From an optimization exercise on the open Yosys and OpenROAD flow, aimed at small area, a short achievable clock period and few clock cycles; shortcuts taken in it are not production practice.
Only simulation tests tie the RTL to the original design; equivalence was not proved.
Power is estimated from default activity; no workload was simulated.

==> flow/design.v <==
module cache(
    clk,
    proc_reset,
    proc_read,
    proc_write,
    proc_addr,
    proc_rdata,
    proc_wdata,
    proc_stall,
    mem_read,
    mem_write,
    mem_addr,
    mem_rdata,
    mem_wdata,
    mem_ready
);
    input          clk;
    input          proc_reset;
    input          proc_read, proc_write;
    input   [29:0] proc_addr;
    input   [31:0] proc_wdata;
    output         proc_stall;
    output [31:0]  proc_rdata;
    input  [127:0] mem_rdata;
    input          mem_ready;
    output         mem_read, mem_write;
    output [27:0]  mem_addr;
    output [127:0] mem_wdata;
    integer i;
    reg [127:0] data  [0:7];
    reg [24:0]  tag   [0:7];
    reg [7:0]   valid, dirty;
    reg         cap;       
    reg         stall_r;
    reg         whit_r;    
    reg         mrd, mwr;  
    reg         mbusy;     
    reg         rdfl;      
    reg [31:0]  rdata_r;
    reg [127:0] mwdata_r;
    reg [27:0]  maddr_r;
    reg [7:0]   sel_r;     
    reg [3:0]   offd_r;    
    reg         wr_r;
    assign proc_stall = stall_r;
    assign proc_rdata = rdata_r;
    assign mem_read   = mrd;
    assign mem_write  = mwr;
    assign mem_addr   = maddr_r;
    assign mem_wdata  = mwdata_r;
    wire [2:0]  idx = proc_addr[4:2];
    wire [1:0]  off = proc_addr[1:0];
    wire        req = proc_read | proc_write;
    wire [127:0] blk = data[idx];
    reg  [7:0]  match;
    always @(*) for (i = 0; i < 8; i = i + 1) match[i] = valid[i] & (tag[i] == proc_addr[29:5]);
    wire        hit = |(match & (8'd1 << idx));
    reg  [31:0] word_blk, word_mem;
    always @(*) begin
        case (off)
            2'd0: begin word_blk = blk[31:0];   word_mem = mem_rdata[31:0];   end
            2'd1: begin word_blk = blk[63:32];  word_mem = mem_rdata[63:32];  end
            2'd2: begin word_blk = blk[95:64];  word_mem = mem_rdata[95:64];  end
            default: begin word_blk = blk[127:96]; word_mem = mem_rdata[127:96]; end
        endcase
    end
    reg  [24:0] tag_old;
    reg         dirty_old;
    always @(*) begin
        tag_old = 25'd0;
        dirty_old = 1'b0;
        for (i = 0; i < 8; i = i + 1) begin
            tag_old = tag_old | (tag[i] & {25{sel_r[i]}});
            dirty_old = dirty_old | (dirty[i] & sel_r[i]);
        end
    end
    wire taken = !mbusy & !mem_ready & (mrd | mwr);
    wire fill  = rdfl & mem_ready;
    wire [127:0] wbus = rdfl ? mem_rdata : {4{proc_wdata}};
    always @(posedge clk) begin
        rdata_r  <= rdfl ? word_mem : word_blk;
        mwdata_r <= blk;
        maddr_r  <= rdfl ? {tag_old, idx} : proc_addr[29:2];
        sel_r    <= 8'd1 << idx;
        offd_r   <= 4'd1 << off;
        wr_r     <= proc_write;
    end
    always @(posedge clk) begin
        if (proc_reset) begin
            cap     <= 1'b1;
            stall_r <= 1'b1;
            whit_r  <= 1'b0;
            mrd     <= 1'b0;
            mwr     <= 1'b0;
            mbusy   <= 1'b0;
            rdfl    <= 1'b0;
        end else begin
            cap    <= !stall_r;
            whit_r <= (cap & proc_write & hit) | (fill & wr_r);
            if (cap)
                stall_r <= req & !hit;
            else if (!stall_r)
                stall_r <= 1'b1;
            else if (fill)
                stall_r <= 1'b0;
            mrd <= (cap & req & !hit) | (mrd & !taken);
            mwr <= (fill & dirty_old) | (mwr & !taken);
            if (mem_ready)
                mbusy <= 1'b0;
            else if (taken)
                mbusy <= 1'b1;
            if (mem_ready)
                rdfl <= 1'b0;
            else if (taken & mrd)
                rdfl <= 1'b1;
        end
    end
    always @(posedge clk) begin
        for (i = 0; i < 8; i = i + 1) begin
            if (sel_r[i] & (fill | (whit_r & offd_r[0]))) data[i][31:0]   <= wbus[31:0];
            if (sel_r[i] & (fill | (whit_r & offd_r[1]))) data[i][63:32]  <= wbus[63:32];
            if (sel_r[i] & (fill | (whit_r & offd_r[2]))) data[i][95:64]  <= wbus[95:64];
            if (sel_r[i] & (fill | (whit_r & offd_r[3]))) data[i][127:96] <= wbus[127:96];
            if (sel_r[i] & fill) tag[i] <= proc_addr[29:5];
        end
    end
    always @(posedge clk) begin
        if (proc_reset) begin
            valid <= 8'd0;
            dirty <= 8'd0;
        end else begin
            for (i = 0; i < 8; i = i + 1) begin
                if (sel_r[i] & fill) begin
                    valid[i] <= 1'b1;
                    dirty[i] <= 1'b0;
                end else if (sel_r[i] & whit_r)
                    dirty[i] <= 1'b1;
            end
        end
    end
endmodule
export LEC_CHECK = 0
export ABC_AREA = 1
export CAP_MARGIN = 20
export CORE_MARGIN = 2
export CORE_UTILIZATION = 40
export CTS_CLUSTER_DIAMETER = 100
export CTS_CLUSTER_SIZE = 24
export SLEW_MARGIN = 20
create_clock -name core_clock -period 10.0 [get_ports {clk}]
standard.sh (not shown) runs the stock make flow with config.mk's settings and CLKGATE_MAP_FILE= SYNTH_SCRIPT=/design/flow/synth_recipe.tcl, a recipe that flattens the netlist after the stock synthesis.
==> flow/flow/run.sh <==
#!/bin/bash
# The standard ORFS layout (the standard.sh), with timing repair asked to
# leave extra setup slack and the ports buffered with buf_2.
set -euo pipefail
export SETUP_SLACK_MARGIN=6.75
export BUFFER_PORTS_ARGS="-buffer_cell sky130_fd_sc_hd__buf_2"
bash standard.sh > standard.log 2>&1
Testbench counts at the start, summed over its fixed seeds: cycles 158,178.
Change:
--- a/flow/design.v
+++ b/flow/design.v
@@ -41,8 +41,11 @@
     reg [27:0]  maddr_r;
     reg [7:0]   sel_r;     
     reg [3:0]   offd_r;    
     reg         wr_r;
+    reg         pend;      
+    reg [7:0]   selw;      
+    reg [3:0]   offdw;     
     assign proc_stall = stall_r;
     assign proc_rdata = rdata_r;
     assign mem_read   = mrd;
     assign mem_write  = mwr;
@@ -74,15 +77,23 @@
             dirty_old = dirty_old | (dirty[i] & sel_r[i]);
         end
     end
     wire taken = !mbusy & !mem_ready & (mrd | mwr);
-    wire fill  = rdfl & mem_ready;
+    wire fill  = rdfl & mem_ready & !pend;    
+    wire fillw = rdfl & mem_ready & pend;     
+    wire [7:0] sel = 8'd1 << idx;
+    wire hold  = pend & (proc_write | (|(sel & selw)));
+    wire early = proc_write & !(|(dirty & sel)) & !mbusy;
     wire [127:0] wbus = rdfl ? mem_rdata : {4{proc_wdata}};
     always @(posedge clk) begin
-        rdata_r  <= rdfl ? word_mem : word_blk;
+        rdata_r  <= (rdfl & !pend) ? word_mem : word_blk;
         mwdata_r <= blk;
-        maddr_r  <= rdfl ? {tag_old, idx} : proc_addr[29:2];
-        sel_r    <= 8'd1 << idx;
+        maddr_r  <= (rdfl & !pend & !mrd) ? {tag_old, idx} : proc_addr[29:2];
+        sel_r    <= sel;
+        if (cap & req & !hit & !pend & early) begin
+            selw  <= sel;
+            offdw <= 4'd1 << off;
+        end
         offd_r   <= 4'd1 << off;
         wr_r     <= proc_write;
     end
     always @(posedge clk) begin
@@ -93,18 +104,23 @@
             mrd     <= 1'b0;
             mwr     <= 1'b0;
             mbusy   <= 1'b0;
             rdfl    <= 1'b0;
+            pend    <= 1'b0;
         end else begin
-            cap    <= !stall_r;
-            whit_r <= (cap & proc_write & hit) | (fill & wr_r);
+            cap    <= !stall_r | (cap & req & hold);
+            whit_r <= (cap & proc_write & !hold & (hit | early)) | (fill & wr_r);
             if (cap)
-                stall_r <= req & !hit;
+                stall_r <= req & (hold | (!hit & !early));
             else if (!stall_r)
                 stall_r <= 1'b1;
             else if (fill)
                 stall_r <= 1'b0;
-            mrd <= (cap & req & !hit) | (mrd & !taken);
+            mrd <= (cap & req & !hit & !hold) | (mrd & !taken);
+            if (fillw)
+                pend <= 1'b0;
+            else if (cap & req & !hit & !pend & early)
+                pend <= 1'b1;
             mwr <= (fill & dirty_old) | (mwr & !taken);
             if (mem_ready)
                 mbusy <= 1'b0;
             else if (taken)
@@ -116,13 +132,13 @@
         end
     end
     always @(posedge clk) begin
         for (i = 0; i < 8; i = i + 1) begin
-            if (sel_r[i] & (fill | (whit_r & offd_r[0]))) data[i][31:0]   <= wbus[31:0];
-            if (sel_r[i] & (fill | (whit_r & offd_r[1]))) data[i][63:32]  <= wbus[63:32];
-            if (sel_r[i] & (fill | (whit_r & offd_r[2]))) data[i][95:64]  <= wbus[95:64];
-            if (sel_r[i] & (fill | (whit_r & offd_r[3]))) data[i][127:96] <= wbus[127:96];
-            if (sel_r[i] & fill) tag[i] <= proc_addr[29:5];
+            if ((sel_r[i] & (fill | (whit_r & offd_r[0]))) | (selw[i] & fillw & !offdw[0])) data[i][31:0]   <= wbus[31:0];
+            if ((sel_r[i] & (fill | (whit_r & offd_r[1]))) | (selw[i] & fillw & !offdw[1])) data[i][63:32]  <= wbus[63:32];
+            if ((sel_r[i] & (fill | (whit_r & offd_r[2]))) | (selw[i] & fillw & !offdw[2])) data[i][95:64]  <= wbus[95:64];
+            if ((sel_r[i] & (fill | (whit_r & offd_r[3]))) | (selw[i] & fillw & !offdw[3])) data[i][127:96] <= wbus[127:96];
+            if (sel_r[i] & (fill | whit_r)) tag[i] <= proc_addr[29:5];
         end
     end
     always @(posedge clk) begin
         if (proc_reset) begin
@@ -132,10 +148,12 @@
             for (i = 0; i < 8; i = i + 1) begin
                 if (sel_r[i] & fill) begin
                     valid[i] <= 1'b1;
                     dirty[i] <= 1'b0;
-                end else if (sel_r[i] & whit_r)
+                end else if (sel_r[i] & whit_r) begin
+                    valid[i] <= 1'b1;
                     dirty[i] <= 1'b1;
+                end
             end
         end
     end
 endmodule
The changed run passed the timing, DRC and antenna checks.
Worst hold slack gets better by 0.014 ns.
Synthesized area climbs slightly.
First-iteration DRC count drops slightly.
Clock power drops by a few percent.
Design area climbs slightly.
Maximum frequency drops by a few percent.
Die area climbs slightly.
Count of clock-buffer cells in the layout is unchanged.
Register-to-register slack is about the same.
Combinational power climbs by a little under a tenth.
Utilization climbs by 0.68 points.
Routed wire length drops by a few percent.
Testbench counts after the change, summed over its fixed seeds: cycles 155,519.

static timing again, ports no longer ideal:
The results above use ideal ports. As a check the final layouts listed here were re-extracted and re-timed, cells and wires unchanged. Step 1, drivers: a clkbuf_16 drives clk and a buf_2 each remaining input, both assumed. Step 2 adds t to the input delays and takes it off the output delays; t is the mean of the earliest and latest rising clock arrival at the registers after step 1. Input paths then give back, and output paths get back, about the clock's delay inside the block. a / b / c = no drivers / after step 1 / after step 2; a / b = the first two.
run | shift t [ns] | setup slack, ns | worst setup path at the end | slew at the worst register clock pin (ns)
the first run | 0.779 | 6.654 / 6.600 / 5.906 | input to register | 0.12 / 0.12
the second run | 0.783 | 6.502 / 6.513 / 5.730 | input to register | 0.11 / 0.11
After both steps every run listed still meets setup and hold. For the second run, which loses most, drivers alone change the setup slack by +0.011 ns; drivers and shift together by -0.772 ns.
